Context: an optimization exercise on an open-source flow, tuned for small area, a short achievable clock period and few clock cycles. The choices shown serve that exercise and are no tape-out recipe. In this exercise RTL edits were held to simulation tests only and were not proved equivalent to the original. Power is estimated from default activity; no workload was simulated.

## Top
module Top(
    Clk,
    Reset,
    Data_in,
    Wr_En,
    Outputs,
    Re
    );
Settings: LEC_CHECK=0, ABC_CLOCK_PERIOD_IN_PS=3000, CAP_MARGIN=20, CORE_MARGIN=2, CORE_UTILIZATION=65, CTS_BUF_LIST=sky130_fd_sc_hd__clkbuf_8, CTS_CLUSTER_DIAMETER=40, CTS_CLUSTER_SIZE=16, PLACE_DENSITY=0.75, SETUP_SLACK_MARGIN=4.15, SLEW_MARGIN=20; clock period 7.0 ns.
run.sh (not shown) runs the stock make flow with config.mk's settings and CLKGATE_MAP_FILE= SYNTH_SCRIPT=/design/flow/synth_recipe.tcl, a recipe that flattens the netlist after the stock synthesis.
Testbench counts at the start, summed over its fixed seeds: cycles 11,427.
Change:
--- a/flow/design.v
+++ b/flow/design.v
@@ -88,15 +88,15 @@
     wire [9:0] zh    = cin & ~bh;
     wire [9:0] c1s   = (|zh) ? zh : cin;
     wire [9:0] zl    = c1s & ~bl;
     wire [9:0] ce    = (|zl) ? zl : c1s;
     wire [1:0] ve    = {~|zh, ~|zl};
     always @(posedge Clk) begin
-        cand <= ce;
-        vacc <= {vacc[3:0], ve};
         if (st == ST_HUF) begin
+            cand <= ce;
+            vacc <= {vacc[3:0], ve};
             if (hs == 4'd3) begin C1 <= ce; v1 <= {vacc, ve}; end
             if (hs == 4'd7) begin C2 <= ce; v2 <= {vacc, ve}; end
             if (hs == 4'd4) multi <= |c1rest;
         end
     end
     function [9:0] lowest;
@@ -289,20 +289,22 @@
         else if (c[1]) tf = {c[0],   5'b10000};
         else           tf = 6'b100000;
     end
     always @(posedge Clk or negedge Reset) begin
         if (~Reset) begin
             st <= ST_WR; wc <= 9'd0; ph <= 2'd0; gdone <= 1'b0; hs <= 4'd0; hso <= 4'b0001;
-            hv <= 1'b0; xv <= 1'b0; h85 <= 1'b0; x85 <= 1'b0;
+            P <= 7'd0; ng <= 7'd0; hv <= 1'b0; xv <= 1'b0; h85 <= 1'b0; x85 <= 1'b0;
             hidx <= 2'd0; ndv <= 1'b0; nd8 <= 1'b0; sc <= 4'd0; pvalid <= 1'b0;
             S <= 6'b100000; rep <= 1'b0; out_r <= 1'b0; re_r <= 1'b0;
         end else begin
             if (wr_q) wc <= wc + 9'd1;
             if (wactive) ph <= ph[1] ? 2'd0 : ph + 2'd1;
             if (ins && !wr_q) begin
                 gdone <= 1'b1;
+                P  <= 7'd11;
+                ng <= 7'd3;
             end
             if (wr_q && wc == 9'd255) st <= ST_HUF;
             if (st == ST_HUF) begin
                 if (hs == 4'd0 && fewer2) begin
                     st <= ST_OUT;
                 end else if (hs == 4'd8) begin
@@ -313,12 +315,19 @@
                     hso <= 4'b0001;
                 end else begin
                     hs  <= hs + 4'd1;
                     hso <= {hso[2:0], hso[3]};
                 end
             end
+            if (gdone) begin
+                if (fetch) begin
+                    P  <= (P >= 7'd84) ? P - 7'd84 : P + 7'd2;
+                    ng <= (ng == 7'd85) ? 7'd0 : ng + 7'd1;
+                end else
+                    P  <= (P == 7'd0) ? 7'd85 : P - 7'd1;
+            end
             if (hpop || !hv) begin
                 hv <= xv; h85 <= x85; hidx <= 2'd0;
             end
             if (fetch) begin
                 xv <= 1'b1; x85 <= (ng == 7'd85);
             end else if (move)
@@ -344,22 +353,12 @@
                     rep <= nd8 && (tf != 6'b100000);
                 end
             end
         end
     end
     always @(posedge Clk) begin
-        if (ins && !wr_q) begin
-            P  <= 7'd11;
-            ng <= 7'd3;
-        end else if (gdone) begin
-            if (fetch) begin
-                P  <= (P >= 7'd84) ? P - 7'd84 : P + 7'd2;
-                ng <= (ng == 7'd85) ? 7'd0 : ng + 7'd1;
-            end else
-                P  <= (P == 7'd0) ? 7'd85 : P - 7'd1;
-        end
         if (move)  qh <= qdec;
         if (fetch) qx <= tapd;
         if (!ndv || take) begin
             if (sc != 4'd9) nd <= sc;
             else            nd <= hdig;
         end
What happened: Sequential share of layout area goes up by 1.6 points. Global-route usage went down by 1.8 points. Setup slack gets better by 0.039 ns. Utilization came out lower by 2.2 points. Worst hold slack got worse by 0.0039 ns. Clock power is lower by about 2%. First-iteration DRC count falls by 13%. Critical path depth increases by 3.
Testbench counts after the change, summed over its fixed seeds: cycles 11,427.


Another version of the RTL of Top (not shown whole).
For scale: ~2900 cells after synthesis, roughly 1300 flip-flops.
make LEC_CHECK=0 ABC_CLOCK_PERIOD_IN_PS=3000 CAP_MARGIN=20 CORE_MARGIN=2 CORE_UTILIZATION=65 CTS_BUF_LIST=sky130_fd_sc_hd__clkbuf_8 CTS_CLUSTER_DIAMETER=40 CTS_CLUSTER_SIZE=16 PLACE_DENSITY=0.75 SETUP_SLACK_MARGIN=4.0 SLEW_MARGIN=20 finish   # period 7.0 ns
Testbench counts at the start, summed over its fixed seeds: cycles 11,234.
==> next run, changes <==
--- a/flow/design.v
+++ b/flow/design.v
@@ -21,21 +21,21 @@
     reg [9:0] dsel;
     always @(posedge Clk) begin : dec
         integer k;
         for (k = 0; k < 10; k = k + 1) dsel[k] <= (Data_in == k);
     end
     localparam ST_WR = 2'd0, ST_HUF = 2'd1, ST_OUT = 2'd2;
     reg [1:0] st;
     reg [8:0] wc;         
     reg [1:0] ph;         
     reg       gdone;      
-    reg [1:0] hs;         
+    reg       hs;         
     reg [3:0] hso;        
     wire wactive = wr_q | (wc[8] & ~gdone);
     wire ins     = wactive & ph[1];
     wire first   = wr_q & (wc == 9'd0);
     wire [2:0] hin = wr_q ? din_q[3:1] : 3'd0;
     wire       lin = din_q[0];
     reg  [6:0] acc;
     reg  [1:0] lsb;
     wire [6:0] acc5 = {acc[4:0], 2'b00} + acc + {4'd0, hin};
     wire [9:0] grp  = {lsb[0], lsb[1], lin, acc5};
@@ -51,21 +51,21 @@
     always @(posedge Clk)
         ring <= {(ins ? grp : slot0), ring[NG*10-1:10]};
     reg [7:0] cnt  [0:9];
     reg  [7:0] cur;
     always @* begin : rd
         integer k;
         cur = 8'd0;
         for (k = 0; k < 10; k = k + 1) cur = cur | (cnt[k] & {8{dsel[k]}});
     end
     wire [7:0] inc = cur + 8'd1;
-    localparam HS = 2'd0, HP = 2'd1, HU = 2'd2;
+    localparam HS = 1'b0, HU = 1'b1;
     reg  [9:0] cand, F;
     reg  [9:0] C1, C2;    
     reg  [7:0] v1, v2;    
     reg  [7:0] vr1, vr2;  
     reg        f1st;      
     reg  [9:0] bh, bl;    
     wire [3:0] gsel = hso;
     integer i;
     always @* begin
         for (i = 0; i < 10; i = i + 1) begin
@@ -128,34 +128,27 @@
         input [9:0] oh;
         begin
             enc[0] = oh[1] | oh[3] | oh[5] | oh[7] | oh[9];
             enc[1] = oh[2] | oh[3] | oh[6] | oh[7];
             enc[2] = oh[4] | oh[5] | oh[6] | oh[7];
             enc[3] = oh[8] | oh[9];
         end
     endfunction
     wire [9:0] c1lo   = lowest(C1);
     wire [9:0] c1rest = C1 & ~c1lo;
+    wire [9:0] m1  = c1lo;
     wire       multi = two(C1);
-    wire [9:0] m2n = lowest(multi ? c1rest : C2);
-    wire [7:0] sab = v1 + v2;
-    reg  [9:0] m1, m2;
-    reg  [7:0] s;
-    reg        v2ff;      
-    always @(posedge Clk)
-        if (hs == HP) begin
-            m1   <= c1lo;
-            m2   <= m2n;
-            s    <= multi ? {v1[6:0], 1'b0} : sab;
-            v2ff <= multi ? (&v1) : (&v2);
-        end
+    wire [9:0] m2  = lowest(multi ? c1rest : C2);
+    wire       v2ff = multi ? (&v1) : (&v2);    
     wire [3:0] m2b = enc(m2);
+    wire [7:0] sab = v1 + v2;
+    wire [7:0] s   = multi ? {v1[6:0], 1'b0} : sab;
     wire       hufu = (st == ST_HUF) && (hs == HU);
     wire       upd  = hufu && !v2ff;
     wire       cwr  = (st == ST_WR) && wr_q;
     wire [7:0] cbus = (upd ? s : inc) & {8{~first}};
     always @(posedge Clk) begin
         for (i = 0; i < 10; i = i + 1)
             if (first | (cwr & dsel[i]) | (upd & (m1[i] | m2[i])))
                 cnt[i] <= cbus | {8{upd & m1[i]}};
     end
     reg  [99:0] ncr;
@@ -324,24 +317,22 @@
                 P  <= 7'd11;
                 ng <= 7'd3;
             end
             if (wr_q && wc == 9'd255) st <= ST_HUF;
             if (st == ST_HUF) begin
                 f1st <= (hs == HU);
                 if (hs == HS) begin
                     if (hso[0] && fewer2) st <= ST_OUT;
                     else begin
                         hso <= {hso[2:0], hso[3]};
-                        if (hso[3]) hs <= HP;
+                        if (hso[3]) hs <= HU;
                     end
-                end else if (hs == HP) begin
-                    hs <= HU;
                 end else begin
                     hs <= HS;
                     if (v2ff) st <= ST_OUT;
                 end
             end
             if (gdone) begin
                 if (fetch) begin
                     P  <= (P >= 7'd84) ? P - 7'd84 : P + 7'd2;
                     ng <= (ng == 7'd85) ? 7'd0 : ng + 7'd1;
                 end else
Result: The changed run passed the timing, design-rule and antenna checks. Utilization rises by 2.8 points. Global-route usage rises by 1.9 points. Register-to-register slack barely changes. Synthesized area falls by 2.2%. Via count rises by about 2%. Clock-buffer cell count stays the same. Cell area rises by 1.4%. Routed wire length rises by 6.7%. Total power falls by 1.1%. Setup slack gets better by 0.010 ns. Sequential power falls by about 2%. Flip-flop and latch count falls by 30. Final cell count hardly moves.
Testbench counts after the change, summed over its fixed seeds: cycles 11,152.


Top, a different RTL version from the one above (not shown whole).
For scale: ~2700 cells after synthesis, roughly 1200 flip-flops.
## Top
module Top(
    Clk,
    Reset,
    Data_in,
    Wr_En,
    Outputs,
    Re
    );
Settings: LEC_CHECK=0, ABC_CLOCK_PERIOD_IN_PS=3000, CAP_MARGIN=20, CORE_MARGIN=2, CORE_UTILIZATION=65, CTS_BUF_LIST=sky130_fd_sc_hd__clkbuf_8, CTS_CLUSTER_DIAMETER=40, CTS_CLUSTER_SIZE=16, PLACE_DENSITY=0.75, SETUP_SLACK_MARGIN=4.0, SLEW_MARGIN=20; clock period 7.0 ns.
Testbench counts at the start, summed over its fixed seeds: cycles 11,432.
Next try:
--- a/flow/design.v
+++ b/flow/design.v
@@ -135,56 +135,47 @@
     always @(posedge Clk) begin
         for (i = 0; i < 10; i = i + 1)
             if (first | (cwr & dsel[i]) | (upd & (m1[i] | m2[i])))
                 cnt[i] <= cbus | {8{upd & m1[i]}};
     end
     reg  [99:0] ncr;
     reg  [3:0]  rot;
-    reg         pa_v, pb_v;
-    reg  [3:0]  pa_n, pb_n, pa_1, pa_2, pb_1, pb_2;
+    reg         p_v;
+    reg  [2:0]  p_n;
+    reg  [3:0]  p_1, p_2;
     wire [3:0]  m1b = enc(m1);
     function [9:0] apply;
         input [9:0] e;
         input [3:0] a1, a2;
         begin
             if (e[9:6] == a1)      apply = {a2, e[4:0], 1'b0};
             else if (e[9:6] == a2) apply = {e[9:6], e[4:0], 1'b1};
             else                   apply = e;
         end
     endfunction
-    wire [9:0] ea = pa_v ? apply(ncr[9:0], pa_1, pa_2) : ncr[9:0];
-    wire [9:0] eb = pb_v ? apply(ea, pb_1, pb_2) : ea;
+    wire [3:0] rot5   = (rot >= 4'd5) ? rot - 4'd5 : rot + 4'd5;
     wire       ncinit = wr_q && (wc < 9'd10);
+    wire [9:0] e0 = ncinit ? {rot,  6'd1} : p_v ? apply(ncr[9:0],   p_1, p_2) : ncr[9:0];
+    wire [9:0] e5 = ncinit ? {rot5, 6'd1} : p_v ? apply(ncr[59:50], p_1, p_2) : ncr[59:50];
     always @(posedge Clk)
-        ncr <= {(ncinit ? {rot, 6'd1} : eb), ncr[99:10]};
-    wire pa_last = pa_v && (pa_n == 4'd1);
-    wire pb_last = pb_v && (pb_n == 4'd1);
+        ncr <= {e0, ncr[99:60], e5, ncr[49:10]};
+    always @(posedge Clk) begin
+        if (upd) begin p_1 <= m1b; p_2 <= m2b; end
+    end
     always @(posedge Clk or negedge Reset) begin
         if (~Reset) begin
-            rot <= 4'd0;
-            pa_v <= 1'b0; pb_v <= 1'b0;
-            pa_n <= 4'd0; pb_n <= 4'd0;
-            pa_1 <= 4'd0; pa_2 <= 4'd0; pb_1 <= 4'd0; pb_2 <= 4'd0;
+            p_v <= 1'b0; p_n <= 3'd0; rot <= 4'd0;
         end else begin
-            rot <= (rot == 4'd9) ? 4'd0 : rot + 4'd1;
-            if (!pa_v || pa_last) begin
-                if (pb_v && !pb_last) begin
-                    pa_v <= 1'b1; pa_n <= pb_n - 4'd1; pa_1 <= pb_1; pa_2 <= pb_2;
-                    pb_v <= upd; pb_n <= 4'd10; pb_1 <= m1b; pb_2 <= m2b;
-                end else begin
-                    pa_v <= upd; pa_n <= 4'd10; pa_1 <= m1b; pa_2 <= m2b;
-                    pb_v <= 1'b0;
-                end
-            end else begin
-                pa_n <= pa_n - 4'd1;
-                if (pb_v && !pb_last) pb_n <= pb_n - 4'd1;
-                else begin
-                    pb_v <= upd; pb_n <= 4'd10; pb_1 <= m1b; pb_2 <= m2b;
-                end
-            end
+          rot <= (rot == 4'd9) ? 4'd0 : rot + 4'd1;
+          if (upd) begin
+            p_v <= 1'b1; p_n <= 3'd5;
+        end else if (p_v) begin
+            p_n <= p_n - 3'd1;
+            if (p_n == 3'd1) p_v <= 1'b0;
+          end
         end
     end
     reg [9:0] nonff;
     always @* for (i = 0; i < 10; i = i + 1) nonff[i] = ~&cnt[i];
     wire fewer2 = ~two(nonff);
     reg [6:0] P;         
     reg [6:0] ng;        
@@ -271,15 +262,16 @@
     reg       rep;
     reg       out_r, re_r;
     assign Outputs = out_r;
     assign Re      = re_r;
     wire       sempty = (S == 6'b100000);
     reg  [3:0] ndpos;
     reg        pvalid;
-    wire       nready = !(pa_v && ndpos < pa_n) && !(pb_v && ndpos < pb_n);
+    wire [3:0] ndp5   = (ndpos >= 4'd5) ? ndpos - 4'd5 : ndpos;
+    wire       nready = !(p_v && ndp5 < {1'b0, p_n});
     wire       take   = (st == ST_OUT) && nready && sempty && !rep && pvalid;
     wire       hpop   = hv && (!ndv || take) && (sc == 4'd9) && (hidx == 2'd2 || h85);
     wire       move   = xv && (hpop || !hv);
     wire       fetch  = gdone && attap && !xv;
     wire [4:0] pd = {1'b0, nd} + 5'd9 - {1'b0, rot};
     wire [3:0] pos = (pd >= 5'd10) ? pd - 5'd10 : pd[3:0];
     always @(posedge Clk) ndpos <= pos;
After rerunning: Sequential power came out lower by a few percent; wire length falls by a few percent; design area goes down slightly; die area came out lower slightly; clock skew falls by 0.011 ns; total power came out lower by a few percent; worst setup slack loses 0.12 ns; first-iteration DRC count grows by about a fifth.
Testbench counts after the change, summed over its fixed seeds: cycles 11,427.

-- port drivers added, routing unchanged --
The flow's constraints put no driver on any port. The routed layouts listed below were extracted and timed again, unchanged, in two steps. Step 1: set_driving_cell puts a clkbuf_16 on Clk and a buf_2 on each other input, an assumption about the parent block. Step 2 also shifts input and output timing later by t, the mid clock arrival at the registers, as if the neighbouring blocks saw the same clock. Slacks: no drivers / after step 1 / after step 2; pairs: no drivers / after step 1.
| run | t (ns) | setup slack, ns | hold slack, ns | latest minus earliest clock arrival (ns) | worst data-port slew with drivers (ns) |
|---|---|---|---|---|---|
| the first run of note 1 | 0.799 | 4.092 / 4.092 / 4.092 | 0.319 / 0.319 / 0.319 | 0.040 / 0.041 | 0.04 |
| the second run of note 1 | 0.766 | 4.131 / 4.131 / 4.131 | 0.315 / 0.315 / 0.315 | 0.036 / 0.036 | 0.05 |
| the first run of note 2 | 0.839 | 3.648 / 3.648 / 3.648 | 0.305 / 0.305 / 0.305 | 0.068 / 0.068 | 0.05 |
| the second run of note 2 | 0.818 | 3.658 / 3.658 / 3.658 | 0.307 / 0.307 / 0.307 | 0.067 / 0.067 | 0.05 |
| the first run of note 3 | 0.805 | 4.058 / 4.058 / 4.058 | 0.317 / 0.317 / 0.317 | 0.063 / 0.063 | 0.09 |
| the second run of note 3 | 0.786 | 3.938 / 3.938 / 3.938 | 0.302 / 0.302 / 0.302 | 0.044 / 0.043 | 0.04 |
After both steps every run listed still meets setup and hold.
